What follows belongs to an exercise in optimizing a design on an open flow for small area, a short achievable clock period and few clock cycles per item; a production flow would make more cautious choices.
Function was checked by simulation only, so behaviour that the tests miss may differ from the original.
Power figures rest on the tool's default switching activity, not on a simulated workload.

exp/fjord:
// fpm
module fpm(
  input clk,
  input rst,
  input [31:0] number_in,
  input number_a_valid,
  output number_a_ready,
  input number_b_valid,
  output number_b_ready,
  output [31:0] number_out,
  output result_valid
);
export LEC_CHECK = 0
export CAP_MARGIN = 20
export CORE_MARGIN = 2
export CORE_UTILIZATION = 40
export SETUP_SLACK_MARGIN = 5
export SLEW_MARGIN = 20
export SYNTH_HIERARCHICAL = 1
create_clock -name core_clock -period 9.0 [get_ports {clk}]
standard.sh (not shown) runs the stock make flow with config.mk's settings and CLKGATE_MAP_FILE= SYNTH_SCRIPT=/design/flow/synth_recipe.tcl, a recipe that flattens the netlist after the stock synthesis.
==> flow/flow/run.sh <==
#!/bin/bash
set -euo pipefail
bash standard.sh SETUP_SLACK_MARGIN=5.8 BUFFER_PORTS_ARGS=-buffer_cell\ sky130_fd_sc_hd__buf_2 CTS_ARGS=-sink_clustering_enable\ -repair_clock_nets\ -dont_use_dummy_load\ -buf_list\ sky130_fd_sc_hd__clkbuf_8\ -sink_clustering_size\ 25 finish > standard.log 2>&1
Testbench counts of exp/fjord, summed over its fixed seeds: cycles 6,440, items 3,200.
Input-level comparison between exp/ember and exp/fjord:
- CTS_BUF_LIST newly set to sky130_fd_sc_hd__clkbuf_4
==> flow/run.sh (new file) <==
#!/bin/bash
# synth_recipe.tcl (not shown) runs the flow's synth.tcl, then flattens the netlist and writes it again
# the make line also repeats each setting of config.mk as NAME=value (left out here)
make -C /OpenROAD-flow-scripts/flow DESIGN_CONFIG=/design/flow/config.mk WORK_HOME=/design/flow/orfs CLKGATE_MAP_FILE= SYNTH_SCRIPT=/design/flow/synth_recipe.tcl finish
removed: flow/flow/run.sh
removed: flow/standard.sh
[summary]
Every stage of the flow completed for exp/ember, and the final layout passed the timing, DRC and antenna checks. exp/ember -> exp/fjord: setup violation total in the final timing report delta 0, exact match. Worst-case hold slack ends up lower on exp/fjord. Going from exp/fjord to exp/ember, clock-buffer cell count grew by more than 100%. Changes observed in exp/ember relative to exp/fjord: flip-flop and latch share of the layout cell area increased 2.5 points; area occupied by multi-input gates decreased about 6.4%.
Relative to exp/ember, the following input files were edited for exp/amber:
- PLACE_DENSITY newly set to 0.75
- CORE_UTILIZATION changed from 40 to 65
- CTS_BUF_LIST removed (was sky130_fd_sc_hd__clkbuf_4)
==> flow/flow/run.sh (new file) <==
#!/bin/bash
set -euo pipefail
bash standard.sh SETUP_SLACK_MARGIN=5.5 BUFFER_PORTS_ARGS=-buffer_cell\ sky130_fd_sc_hd__buf_2 CTS_ARGS=-sink_clustering_enable\ -repair_clock_nets\ -dont_use_dummy_load\ -buf_list\ sky130_fd_sc_hd__clkbuf_8\ -sink_clustering_size\ 25 finish > standard.log 2>&1
==> flow/standard.sh (new file) <==
#!/bin/bash
# synth_recipe.tcl (not shown) runs the flow's synth.tcl, then flattens the netlist and writes it again
# the make line also repeats each setting of config.mk as NAME=value (left out here)
make -C /OpenROAD-flow-scripts/flow DESIGN_CONFIG=/design/flow/config.mk WORK_HOME=/design/flow/orfs CLKGATE_MAP_FILE= SYNTH_SCRIPT=/design/flow/synth_recipe.tcl "${@:-finish}"
removed: flow/run.sh
[summary]
Compare exp/amber and exp/ember | global-route usage lower: exp/ember. Relative to exp/ember, tap cell instance count decreased by 41% in exp/amber. The standard cells in exp/amber occupy less silicon area than those in exp/ember do. Comparing exp/amber against exp/ember, there is no change at all in synthesized cell count. Compared with exp/ember, exp/amber shows a lower die height. Between exp/amber and exp/ember, worst hold slack is higher for exp/ember, exp/amber comes in under that. The post-cts resize count of exp/amber exceeds that of exp/ember by 8. A start point of the critical path of mm[11]$_SDFF_PP0_ is what exp/amber shows, while rb[10]$_DFFE_PP_ belongs to exp/ember. Power: exp/amber draws less than exp/ember. Compare exp/amber and exp/ember | fraction of the core area covered by cells at the end of the flow lower: exp/ember. Diff exp/ember -> exp/amber | combinational power share | increase of 2.4 points.
Modified inputs, exp/maple compared to exp/amber
- removing PLACE_DENSITY (formerly 0.75)
- changing CORE_UTILIZATION from 65 to 40
==> flow/flow/run.sh <==
#!/bin/bash
set -euo pipefail
bash standard.sh SETUP_SLACK_MARGIN=5.5 "BUFFER_PORTS_ARGS=-buffer_cell sky130_fd_sc_hd__buf_2" "CTS_ARGS=-sink_clustering_enable -repair_clock_nets -dont_use_dummy_load -buf_list sky130_fd_sc_hd__clkbuf_8 -sink_clustering_size 25" finish > standard.log 2>&1
==> comparison <==
exp/maple reached the final stage; the timing, DRC and antenna checks on its layout passed. Delta (exp/maple minus exp/amber): total chip power has remained practically unchanged; global-route met3 utilization dropped 1.6 points; timing-limited maximum frequency increased 1.9%.


== the previous run ==
Another version of the RTL of fpm (not shown whole).
For scale: roughly 20000 µm² of cells after synthesis.
export LEC_CHECK = 0
export CAP_MARGIN = 20
export CORE_MARGIN = 2
export CORE_UTILIZATION = 40
export SETUP_SLACK_MARGIN = 5
export SLEW_MARGIN = 20
export SYNTH_HIERARCHICAL = 1
create_clock -name core_clock -period 9.0 [get_ports {clk}]
==> flow/flow/run.sh <==
#!/bin/bash
set -euo pipefail
bash standard.sh SETUP_SLACK_MARGIN=5.5 BUFFER_PORTS_ARGS=-buffer_cell\ sky130_fd_sc_hd__buf_1 CTS_ARGS=-sink_clustering_enable\ -repair_clock_nets\ -dont_use_dummy_load\ -buf_list\ \{sky130_fd_sc_hd__clkbuf_16\ sky130_fd_sc_hd__clkbuf_8\}\ -sink_clustering_size\ 30 finish > standard.log 2>&1
The previous run: no failed stages, no open violations at the end
Testbench counts of the previous run, summed over its fixed seeds: cycles 6,440, items 3,200.
Setup changes, the previous run to the current run
==> flow/flow/run.sh <==
#!/bin/bash
set -euo pipefail
bash standard.sh SETUP_SLACK_MARGIN=5.5 BUFFER_PORTS_ARGS=-buffer_cell\ sky130_fd_sc_hd__buf_1 CTS_ARGS=-sink_clustering_enable\ -repair_clock_nets\ -dont_use_dummy_load\ -buf_list\ sky130_fd_sc_hd__clkbuf_16\ -sink_clustering_size\ 35\ -sink_clustering_max_diameter\ 80 finish > standard.log 2>&1
--- outcome ---
Re final setup slack of the worst path: the current run is 0.0048 ns down on the previous run. On wire length of the first global-routing pass, the current run does better than the previous run. Run comparison: the current run capturing element of the worst setup path tcn[21]; the previous run capturing element of the worst setup path tcn[18]. Going from the previous run to the current run, the reported leakage power was found to have gone down by 1.3%. On register-to-register slack, the previous run and the current run are basically level. Looking at worst hold slack after final layout, the current run sits 0.055 ns below the previous run. [compare] base=the previous run new=the current run: routed wire length barely changed; total CTS buffers dropped 12.

-- static timing again, ports no longer ideal --
How much do the figures lean on ideal ports? The routed layouts below were timed once more, with nothing changed but the port constraints. Step 1 assumes that a clkbuf_16 drives the clock port and a buf_2 every other input. Step 2 adds t to the input delays and takes it off the output delays; t is the mean of the earliest and latest rising clock arrival at the registers after step 1. Input paths then give back, and output paths get back, about the clock's delay inside the block. a / b / c = no drivers / after step 1 / after step 2; a / b = the first two.
run	t (ns)	setup WS [ns]	worst setup path after step 2	latest minus earliest clock arrival (ns)	cell pins on the clock port's net
exp/fjord	0.657	5.671 / 5.671 / 5.372	input to register	0.069 / 0.070	1
exp/ember	0.828	5.154 / 5.154 / 5.110	input to register	0.044 / 0.044	1
exp/amber	0.598	5.526 / 5.526 / 5.525	input to register	0.085 / 0.085	1
exp/maple	0.599	5.590 / 5.590 / 5.555	input to register	0.074 / 0.074	1
the previous run	0.619	5.594 / 5.594 / 5.504	input to register	0.036 / 0.036	1
the current run	0.571	5.590 / 5.590 / 5.463	input to register	0.066 / 0.065	1
After both steps every run listed still meets setup and hold. For exp/fjord, which loses most, drivers alone change the setup slack by 0.000 ns; drivers and shift together by -0.299 ns.
